This is an optimization exercise on Yosys and OpenROAD, whose aim is small area, not a production implementation.
At most, simulation tests tie the RTL to the original design; equivalence was not proved.
Power is estimated from default activity; no workload was simulated.

Q:
==> flow/design.v <==
module spi_interface(
    output reg          mosi,
    input               miso,
    input               clk,
    input               rst,
    output reg          RX_valid,
    output reg [7:0]    output_shift_register,
    input               TX_valid,
    input [7:0]         input_shift_register
);
genvar j, p;
reg       r_in;                                 
reg       r_out;                                
reg [2:0] r_bit;
reg [3:0] r_q;                                  
reg [1:0] r_m;
reg       r_int;                                
wire r_k8   = (r_q == 4'd2) & (r_m == 2'd2);
wire r_k40  = (r_q == 4'd13) & (r_m == 2'd1);
wire r_end  = r_k40 | (r_int & r_k8);
wire r_last = r_in & (r_bit == 3'd7) & r_end;
wire r_lo   = (r_q < 4'd7);                     
wire r_ins  = r_in & (r_bit == 3'd7);
reg [20:0] ra [0:7];
reg [20:0] rb [0:7];
wire [7:0] r_tap;
generate
    for (j = 0; j < 8; j = j + 1) begin : rl
        wire ins = r_in & (r_bit == j);
        always @(posedge clk) begin
            ra[j] <= {(ins & r_lo)  ? miso : ra[j][0], ra[j][20:1]};
            rb[j] <= {(ins & ~r_lo) ? miso : rb[j][0], rb[j][20:1]};
        end
        reg t;
        always @(*) begin
            if (r_lo) begin
                if (r_int)
                    case (r_m)
                        2'd0: t = ra[j][(j + 12) % 21];
                        2'd1: t = ra[j][(j + 19) % 21];
                        default: t = ra[j][(j + 26) % 21];
                    endcase
                else
                    case (r_m)
                        2'd0: t = ra[j][(j + 8) % 21];
                        2'd1: t = ra[j][(j + 15) % 21];
                        default: t = ra[j][(j + 22) % 21];
                    endcase
            end else begin
                case (r_m)
                    2'd0: t = rb[j][(j + 8) % 21];
                    2'd1: t = rb[j][(j + 15) % 21];
                    default: t = rb[j][(j + 22) % 21];
                endcase
            end
        end
        assign r_tap[7-j] = t;
    end
endgenerate
always @(posedge clk) begin
    if (r_in & (r_q == 4'd0) & (r_m == 2'd0) & (r_bit == 3'd1))
        r_int <= miso;
end
always @(posedge clk or posedge rst) begin
    if (rst) begin
        r_in <= 1'b0;
        r_out <= 1'b0;
        RX_valid <= 1'b0;
        output_shift_register <= 8'd0;
    end else begin
        r_in <= r_in ? ~r_last : (~r_out & ~miso);
        r_out <= r_last | (r_out & ~r_end);
        RX_valid <= r_last | r_out;
        if (r_out)
            output_shift_register <= r_tap;
    end
end
wire r_inc = r_out | r_ins;
always @(posedge clk) begin
    if (~(r_in | r_out) | r_last | (r_out & r_end)) begin
        r_bit <= 3'd0;
        r_q <= 4'd0;
        r_m <= 2'd0;
    end else begin
        if (r_in)
            r_bit <= r_bit + 3'd1;
        if (r_inc) begin
            if (r_m == 2'd2) begin
                r_m <= 2'd0;
                r_q <= r_q + 4'd1;
            end else begin
                r_m <= r_m + 2'd1;
            end
        end
    end
end
reg       t_in;                                 
reg       t_out;                                
reg [2:0] t_bit;
reg [2:0] t_q;                                  
reg [2:0] t_m;
wire t_k8   = (t_q == 3'd1) & (t_m == 3'd2);
wire t_k40  = (t_q == 3'd6) & (t_m == 3'd4);
wire t_end  = (t_bit == 3'd7) & (t_k40 | (tr[1][14] & t_k8));
reg [41:0] tr [0:7];
reg t_tap;
generate
    for (j = 0; j < 8; j = j + 1) begin : tl
        always @(posedge clk)
            tr[j] <= {t_in ? input_shift_register[7-j] : tr[j][0], tr[j][41:1]};
    end
endgenerate
integer jj, mm;
always @(*) begin
    t_tap = 1'b0;
    for (jj = 0; jj < 8; jj = jj + 1)
        for (mm = 0; mm < 6; mm = mm + 1)
            if (t_bit == jj && t_m == mm)
                t_tap = tr[jj][(1 - jj - 7 * mm + 84) % 42];
end
always @(posedge clk or posedge rst) begin
    if (rst) begin
        t_in <= 1'b0;
        t_out <= 1'b0;
        mosi <= 1'b1;
    end else begin
        t_in <= t_in ? ~t_k40 : (~t_out & TX_valid);
        t_out <= (t_in & t_k40) | (t_out & ~t_end);
        if (t_out)
            mosi <= t_tap;
        else
            mosi <= ~(t_in | TX_valid);
    end
end
wire t_inc = t_in | (t_bit == 3'd7);
always @(posedge clk) begin
    if (~(t_in | t_out) | (t_in & t_k40) | (t_out & t_end)) begin
        t_bit <= 3'd0;
        t_q <= 3'd0;
        t_m <= 3'd0;
    end else begin
        if (t_out)
            t_bit <= t_bit + 3'd1;
        if (t_inc) begin
            if (t_m == 3'd5) begin
                t_m <= 3'd0;
                t_q <= t_q + 3'd1;
            end else begin
                t_m <= t_m + 3'd1;
            end
        end
    end
end
endmodule
==> flow/config.mk <==
export PLATFORM = sky130hd
export DESIGN_NAME = spi_interface
export DESIGN_NICKNAME = spi_interface
export VERILOG_FILES = /design/flow/design.v
export SDC_FILE = /design/flow/constraint.sdc
export NUM_CORES = 8
export LEC_CHECK = 0
export ABC_AREA = 1
export CAP_MARGIN = 20
export CORE_MARGIN = 2
export CORE_UTILIZATION = 75
export PLACE_DENSITY = 0.8
export SLEW_MARGIN = 20
==> flow/constraint.sdc <==
create_clock -name core_clock -period 5.0 [get_ports {clk}]
set_input_delay 1.0000 -clock core_clock [delete_from_list [all_inputs] [get_ports {clk}]]
set_output_delay 1.0000 -clock core_clock [all_outputs]
set_load 0.01 [all_outputs]
standard.sh (not shown) runs the stock make flow with config.mk's settings and CLKGATE_MAP_FILE= SYNTH_SCRIPT=/design/flow/synth_recipe.tcl, a recipe that flattens the netlist after the stock synthesis.
==> flow/flow/run.sh <==
#!/bin/bash
# The standard layout, with our own clock tree synthesis options.
set -euo pipefail
export CTS_ARGS="-sink_clustering_enable -repair_clock_nets -sink_clustering_size 18 -sink_clustering_max_diameter 50 -buf_list sky130_fd_sc_hd__buf_6 -dont_use_dummy_load"
export BUFFER_PORTS_ARGS="-buffer_cell sky130_fd_sc_hd__buf_1"
bash standard.sh > standard.log 2>&1
--- input diff Q..T ---
--- a/flow/design.v
+++ b/flow/design.v
@@ -16,4 +16,5 @@
 reg [1:0] r_m;
 reg       r_int;                                
+reg [6:0] r_des;                                
 wire r_k8   = (r_q == 4'd2) & (r_m == 2'd2);
 wire r_k40  = (r_q == 4'd13) & (r_m == 2'd1);
@@ -22,4 +23,5 @@
 wire r_lo   = (r_q < 4'd7);                     
 wire r_ins  = r_in & (r_bit == 3'd7);
+wire [7:0] r_byte = {r_des, miso};              
 reg [20:0] ra [0:7];
 reg [20:0] rb [0:7];
@@ -27,8 +29,7 @@
 generate
     for (j = 0; j < 8; j = j + 1) begin : rl
-        wire ins = r_in & (r_bit == j);
         always @(posedge clk) begin
-            ra[j] <= {(ins & r_lo)  ? miso : ra[j][0], ra[j][20:1]};
-            rb[j] <= {(ins & ~r_lo) ? miso : rb[j][0], rb[j][20:1]};
+            ra[j] <= {(r_ins & r_lo)  ? r_byte[7-j] : ra[j][0], ra[j][20:1]};
+            rb[j] <= {(r_ins & ~r_lo) ? r_byte[7-j] : rb[j][0], rb[j][20:1]};
         end
         reg t;
@@ -37,19 +38,19 @@
                 if (r_int)
                     case (r_m)
-                        2'd0: t = ra[j][(j + 12) % 21];
-                        2'd1: t = ra[j][(j + 19) % 21];
-                        default: t = ra[j][(j + 26) % 21];
+                        2'd0: t = ra[j][19];
+                        2'd1: t = ra[j][5];
+                        default: t = ra[j][12];
                     endcase
                 else
                     case (r_m)
-                        2'd0: t = ra[j][(j + 8) % 21];
-                        2'd1: t = ra[j][(j + 15) % 21];
-                        default: t = ra[j][(j + 22) % 21];
+                        2'd0: t = ra[j][15];
+                        2'd1: t = ra[j][1];
+                        default: t = ra[j][8];
                     endcase
             end else begin
                 case (r_m)
-                    2'd0: t = rb[j][(j + 8) % 21];
-                    2'd1: t = rb[j][(j + 15) % 21];
-                    default: t = rb[j][(j + 22) % 21];
+                    2'd0: t = rb[j][15];
+                    2'd1: t = rb[j][1];
+                    default: t = rb[j][8];
                 endcase
             end
@@ -58,4 +59,6 @@
     end
 endgenerate
+always @(posedge clk)
+    r_des <= {r_des[5:0], miso};
 always @(posedge clk) begin
     if (r_in & (r_q == 4'd0) & (r_m == 2'd0) & (r_bit == 3'd1))
Findings:
- Looking at maximum single-stage delay on the critical path, T sits below Q.
- Q → T: final cell count saw an increase; multi-input gate share of the layout cell area saw a decrease.
- T falls short of Q in cell area after technology mapping.
- T: area enclosed by the die boundary 95 sq um above Q
- Per the comparison of T with Q, amount of wire on met3 after detailed routing shrank by 310 um, worst endpoint required time +0.04 ns.
- T vs. Q: pre-CTS setup slack fell by 0.079 ns, final period demand of the worst path rose by 0.037 ns, total grt overflow stayed essentially flat, wire length reported by the detailed router fell by 4.2%, final-layout clock-cell area share stayed essentially flat.
No functional check of the RTL was part of any run of this note.

## v6
spi_interface, a different RTL version from the one above (not shown whole).
Size in the first run: roughly 22 I/O pins.
==> module spi_interface, before the edit <==
module spi_interface(
    output reg          mosi,
    input               miso,
    input               clk,
    input               rst,
    output reg          RX_valid,
    output reg [7:0]    output_shift_register,
    input               TX_valid,
    input [7:0]         input_shift_register
);
genvar j, p;
function is_jc8;
    input [3:0] c;
    input integer n;
    case (n)
        0: is_jc8 = ~c[0] & ~c[3];
        1: is_jc8 =  c[0] & ~c[1];
        2: is_jc8 =  c[1] & ~c[2];
        3: is_jc8 =  c[2] & ~c[3];
        4: is_jc8 =  c[3] &  c[0];
        5: is_jc8 = ~c[0] &  c[1];
        6: is_jc8 = ~c[1] &  c[2];
        default: is_jc8 = ~c[2] & c[3];
    endcase
endfunction
reg       r_in;                                 
reg [3:0] r_bit;                                
wire      r_out = RX_valid & r_bit[0];
reg [3:0] r_q;                                  
reg [1:0] r_m;
reg       r_int;                                
wire r_k8   = (r_q == 4'd2) & (r_m == 2'd2);
wire r_k40  = (r_q == 4'd13) & (r_m == 2'd1);
wire r_end  = r_k40 | (r_int & r_k8);
wire r_last = r_in & is_jc8(r_bit, 7) & r_end;
wire r_odd  = r_q[0] ^ r_m[0];                  
reg [41:0] rr [0:7];
wire miso_n = ~miso;
wire [7:0] r_next;                              
wire [5:0] r_sel = {6{r_out}} & {r_int & (r_m == 2'd2), ~r_int & (r_m == 2'd2),
                                 r_int & (r_m == 2'd1), ~r_int & (r_m == 2'd1),
                                 r_int & (r_m == 2'd0), ~r_int & (r_m == 2'd0)};
generate
    for (j = 0; j < 8; j = j + 1) begin : rl
        wire here = r_in & is_jc8(r_bit, j);
        wire in_even, in_odd;                   
        spi_interface_ins ins_even (.dn(miso_n), .sn(~(here & ~r_odd)), .fb(rr[j][0]),  .y(in_even));
        spi_interface_ins ins_odd  (.dn(miso_n), .sn(~(here &  r_odd)), .fb(rr[j][21]), .y(in_odd));
        always @(posedge clk)
            rr[j] <= {in_even, rr[j][41:22], in_odd, rr[j][20:1]};
        spi_interface_pick7 pick (
            .t({rr[j][(26 + j) % 42], rr[j][(22 + j) % 42],
                rr[j][(40 + j) % 42], rr[j][(36 + j) % 42],
                rr[j][(12 + j) % 42], rr[j][(8 + j) % 42]}),
            .s(r_sel), .q(output_shift_register[7-j]), .h(~r_out),
            .y(r_next[7-j]));
    end
endgenerate
always @(posedge clk) begin
    if (r_in & (r_q == 4'd0) & (r_m == 2'd0) & is_jc8(r_bit, 1))
        r_int <= miso;
end
always @(posedge clk or posedge rst) begin
    if (rst) begin
        r_in <= 1'b0;
        RX_valid <= 1'b0;
        output_shift_register <= 8'd0;
    end else begin
        r_in <= r_in ? ~r_last : (~r_out & ~miso);
        RX_valid <= r_last | r_out;
        output_shift_register <= r_next;
    end
end
wire r_inc = r_out | (r_in & is_jc8(r_bit, 7));
always @(posedge clk) begin
    r_bit[3:1] <= (r_in & ~r_last) ? r_bit[2:0] : 3'b000;
    r_bit[0]   <= r_in ? (r_last | ~r_bit[3]) : (r_out & ~r_end);
    if (~(r_in | r_out) | r_last | (r_out & r_end)) begin
        r_q <= 4'd0;
        r_m <= 2'd0;
    end else begin
        if (r_inc) begin
            if (r_m == 2'd2) begin
                r_m <= 2'd0;
                r_q <= r_q + 4'd1;
            end else begin
                r_m <= r_m + 2'd1;
            end
        end
    end
end
reg       t_in;                                 
reg       t_out;                                
reg [2:0] t_bit;
reg [3:0] t_q;                                  
reg [1:0] t_m;
wire t_k8   = (t_q == 4'd2) & (t_m == 2'd2);
wire t_k40  = (t_q == 4'd13) & (t_m == 2'd1);
reg [41:0] tr [0:7];
wire [2:0] t_sn = ~({3{t_in}} & {t_m == 2'd2, t_m == 2'd1, t_m == 2'd0});
generate
    for (j = 0; j < 8; j = j + 1) begin : tl
        wire dn = input_shift_register[7-j];   
        wire in2, in1, in0;                     
        spi_interface_ins ins2 (.dn(dn), .sn(t_sn[2]), .fb(tr[j][0]),  .y(in2));
        spi_interface_ins ins1 (.dn(dn), .sn(t_sn[1]), .fb(tr[j][35]), .y(in1));
        spi_interface_ins ins0 (.dn(dn), .sn(t_sn[0]), .fb(tr[j][28]), .y(in0));
        always @(posedge clk)
            tr[j] <= {in2, tr[j][41:36], in1, tr[j][34:29], in0, tr[j][27:1]};
    end
endgenerate
wire [15:0] t_taps;
generate
    for (j = 0; j < 8; j = j + 1) begin : ttap
        assign t_taps[2*j]   = tr[j][29 - j];
        assign t_taps[2*j+1] = tr[j][8 - j];
    end
endgenerate
wire [3:0] t_sel = {t_bit, t_q[0]};
wire [3:0] t_m4;
wire t_tap;
generate
    for (j = 0; j < 4; j = j + 1) begin : tm
        spi_interface_mux4 m (.a(t_taps[4*j +: 4]), .s(t_sel[1:0]), .y(t_m4[j]));
    end
endgenerate
spi_interface_mux4 tm4 (.a(t_m4), .s(t_sel[3:2]), .y(t_tap));
wire t_end  = (t_bit == 3'd7) & (t_k40 | (~tr[1][0] & t_k8));
always @(posedge clk or posedge rst) begin
    if (rst) begin
        t_in <= 1'b0;
        t_out <= 1'b0;
        mosi <= 1'b1;
    end else begin
        t_in <= t_in ? ~t_k40 : (~t_out & TX_valid);
        t_out <= (t_in & t_k40) | (t_out & ~t_end);
        if (t_out)
            mosi <= ~t_tap;
        else
            mosi <= ~(t_in | TX_valid);
    end
end
wire t_inc = t_in | (t_bit == 3'd7);
always @(posedge clk) begin
    if (~(t_in | t_out) | (t_in & t_k40) | (t_out & t_end)) begin
        t_bit <= 3'd0;
        t_q <= 4'd0;
        t_m <= 2'd0;
    end else begin
        if (t_out)
            t_bit <= t_bit + 3'd1;
        if (t_inc) begin
            if (t_m == 2'd2) begin
                t_m <= 2'd0;
                t_q <= t_q + 4'd1;
            end else begin
                t_m <= t_m + 2'd1;
            end
        end
    end
end
endmodule
==> flow/config.mk <==
export PLATFORM = sky130hd
export DESIGN_NAME = spi_interface
export DESIGN_NICKNAME = spi_interface
export VERILOG_FILES = /design/flow/design.v
export SDC_FILE = /design/flow/constraint.sdc
export NUM_CORES = 8
export LEC_CHECK = 0
export ABC_AREA = 0
export CAP_MARGIN = 20
export CORE_MARGIN = 2
export CORE_UTILIZATION = 75
export PLACE_DENSITY = 0.8
export SLEW_MARGIN = 20
export SYNTH_HIERARCHICAL = 1
==> flow/constraint.sdc <==
create_clock -name core_clock -period 5.0 [get_ports {clk}]
set_input_delay 1.0000 -clock core_clock [delete_from_list [all_inputs] [get_ports {clk}]]
set_output_delay 1.0000 -clock core_clock [all_outputs]
set_load 0.01 [all_outputs]
==> flow/flow/run.sh <==
#!/bin/bash
set -euo pipefail
export CTS_ARGS="-sink_clustering_enable -repair_clock_nets -dont_use_dummy_load -sink_clustering_size 13 -sink_clustering_max_diameter 35 -buf_list sky130_fd_sc_hd__buf_4"
export BUFFER_PORTS_ARGS="-buffer_cell sky130_fd_sc_hd__buf_1"
dont_use="sky130_fd_sc_hd__probe_p_8 sky130_fd_sc_hd__probec_p_8 sky130_fd_sc_hd__lpflow_*"
bash standard.sh synth > synth.log 2>&1
python3 flow/filter_lib.py $FLOW_HOME/platforms/sky130hd/lib/sky130_fd_sc_hd__tt_025C_1v80.lib restructure.lib "$dont_use"
RESTRUCTURE_RESULTS=orfs/results/sky130hd/spi_interface/base RESTRUCTURE_LIB=restructure.lib RESTRUCTURE_DONT_USE="$dont_use" \
  openroad -no_init -exit flow/restructure.tcl > restructure.log 2>&1
bash standard.sh > standard.log 2>&1
==> flow/flow/filter_lib.py <==
# Write a copy of a liberty file without the cells the platform marks
# don't-use, for restructure (which reads the liberty file directly).
import re, sys, fnmatch
src, dst = sys.argv[1], sys.argv[2]
pats = sys.argv[3].split()
text = open(src).read()
out = []
pos = 0
for m in re.finditer(r'\n\s*cell\s*\(\s*"?([\w$]+)"?\s*\)\s*\{', text):
    name = m.group(1)
    if not any(fnmatch.fnmatch(name, p) for p in pats):
        continue
    # find the matching closing brace of this cell group
    depth = 0
    i = m.end() - 1
    while True:
        c = text[i]
        if c == '{':
            depth += 1
        elif c == '}':
            depth -= 1
            if depth == 0:
                break
        i += 1
    out.append(text[pos:m.start()])
    pos = i + 1
out.append(text[pos:])
open(dst, 'w').write(''.join(out))
==> flow/flow/restructure.tcl <==
# Resynthesise the logic between flip-flops of the synthesised design for
# area with OpenROAD's restructure (ABC), in place in 1_synth.odb. Flip-flops
# and ports are not touched.
set plat $::env(FLOW_HOME)/platforms/sky130hd
set res $::env(RESTRUCTURE_RESULTS)
read_db $res/1_synth.odb
read_liberty $plat/lib/sky130_fd_sc_hd__tt_025C_1v80.lib
read_sdc $res/1_synth.sdc
set_dont_use $::env(RESTRUCTURE_DONT_USE)
report_design_area
file mkdir restructure
# restructure reads the liberty file itself: give it one without the
# don't-use cells
restructure -target area -liberty_file $::env(RESTRUCTURE_LIB) \
  -tielo_port sky130_fd_sc_hd__conb_1/LO -tiehi_port sky130_fd_sc_hd__conb_1/HI \
  -work_dir restructure
report_design_area
write_db $res/1_synth.odb
v6: flow completed, timing, DRC and antenna clean
Relative to v6, the following input files were edited for v7:
--- a/flow/design.v
+++ b/flow/design.v
@@ -23,20 +23,21 @@
         default: is_jc8 = ~c[2] & c[3];
     endcase
 endfunction
 reg       r_in;                                 
 reg [3:0] r_bit;                                
 wire      r_out = RX_valid & r_bit[0];
-reg [3:0] r_q;                                  
+reg       r_p;
 reg [1:0] r_m;
+reg [2:0] r_q;
 reg       r_int;                                
-wire r_k8   = (r_q == 4'd2) & (r_m == 2'd2);
-wire r_k40  = (r_q == 4'd13) & (r_m == 2'd1);
+wire r_k8   = (r_q == 3'd1) & ~r_p & (r_m == 2'd2);
+wire r_k40  = (r_q == 3'd6) & ~r_p & (r_m == 2'd1);
 wire r_end  = r_k40 | (r_int & r_k8);
 wire r_last = r_in & is_jc8(r_bit, 7) & r_end;
-wire r_odd  = r_q[0] ^ r_m[0];                  
+wire r_odd  = r_p;                              
 reg [41:0] rr [0:7];
 wire miso_n = ~miso;
 wire [7:0] r_next;                              
 wire [5:0] r_sel = {6{r_out}} & {r_int & (r_m == 2'd2), ~r_int & (r_m == 2'd2),
                                  r_int & (r_m == 2'd1), ~r_int & (r_m == 2'd1),
                                  r_int & (r_m == 2'd0), ~r_int & (r_m == 2'd0)};
@@ -54,13 +55,13 @@
                 rr[j][(12 + j) % 42], rr[j][(8 + j) % 42]}),
             .s(r_sel), .q(output_shift_register[7-j]), .h(~r_out),
             .y(r_next[7-j]));
     end
 endgenerate
 always @(posedge clk) begin
-    if (r_in & (r_q == 4'd0) & (r_m == 2'd0) & is_jc8(r_bit, 1))
+    if (r_in & (r_q == 3'd0) & ~r_p & (r_m == 2'd0) & is_jc8(r_bit, 1))
         r_int <= miso;
 end
 always @(posedge clk or posedge rst) begin
     if (rst) begin
         r_in <= 1'b0;
         RX_valid <= 1'b0;
@@ -73,23 +74,20 @@
 end
 wire r_inc = r_out | (r_in & is_jc8(r_bit, 7));
 always @(posedge clk) begin
     r_bit[3:1] <= (r_in & ~r_last) ? r_bit[2:0] : 3'b000;
     r_bit[0]   <= r_in ? (r_last | ~r_bit[3]) : (r_out & ~r_end);
     if (~(r_in | r_out) | r_last | (r_out & r_end)) begin
-        r_q <= 4'd0;
+        r_p <= 1'b0;
         r_m <= 2'd0;
-    end else begin
-        if (r_inc) begin
-            if (r_m == 2'd2) begin
-                r_m <= 2'd0;
-                r_q <= r_q + 4'd1;
-            end else begin
-                r_m <= r_m + 2'd1;
-            end
-        end
+        r_q <= 3'd0;
+    end else if (r_inc) begin
+        r_p <= ~r_p;
+        r_m <= (r_m == 2'd2) ? 2'd0 : r_m + 2'd1;
+        if (r_p & (r_m == 2'd2))
+            r_q <= r_q + 3'd1;
     end
 end
 reg       t_in;                                 
 reg       t_out;                                
 reg [2:0] t_bit;
 reg [3:0] t_q;                                  
[summary]
Non-clock buffer count: lower on v7
Sequential group power: lower on v6
The final layout from v7, which completed every stage, passed the timing, design-rule and antenna checks at the end of the flow.
Compared with v6, v7 shows number of cells on the worst reg-to-reg path higher by 4.
Changes observed in v7 relative to v6: synthesized cell count lower, final cell utilization of the core lower, total net switching power higher.
On minimum setup slack among reg-to-reg paths, the higher figure sits with v7, not v6.
Of v6 and v7, the run reporting the lower count of clock-buffer cells in the layout was v6.
Summary — non-clock buffer share of cell area, v7 relative to v6: lower, by 0.18 points.
v6 ended up with o22ai_1 as its cell at the slowest stage of the critical path; v7 ended up with dfxtp_1.
The lower final wirelength came out of v7.
The cell area of v6 and that of v7 are within noise of each other.

[port drivers added, routing unchanged]
How much do the figures lean on ideal ports? The routed layouts below were timed once more, with nothing changed but the port constraints. Step 1: set_driving_cell puts a clkbuf_16 on clk and a buf_2 on each other input, an assumption about the parent block. Step 2, shift: input delay + t, output delay - t, t = (earliest + latest rising clock arrival at the registers) / 2. This alone moves slack from input paths to output paths. Three values: ideal, step 1, step 2; two values: the first two.
run	t (ns)	slack for setup (ns)	hold WS [ns]	clock arrival spread, ns	worst slew at a driven data input, ns
Q	0.543	1.113 / 1.113 / 1.113	0.253 / 0.253 / 0.253	0.089 / 0.089	0.03
T	0.554	1.075 / 1.075 / 1.075	0.288 / 0.288 / 0.288	0.061 / 0.061	0.03
v6	0.633	2.339 / 2.339 / 2.339	0.299 / 0.299 / 0.299	0.049 / 0.049	0.04
v7	0.611	2.519 / 2.519 / 2.519	0.299 / 0.299 / 0.299	0.064 / 0.064	0.04
After both steps every run listed still meets setup and hold.
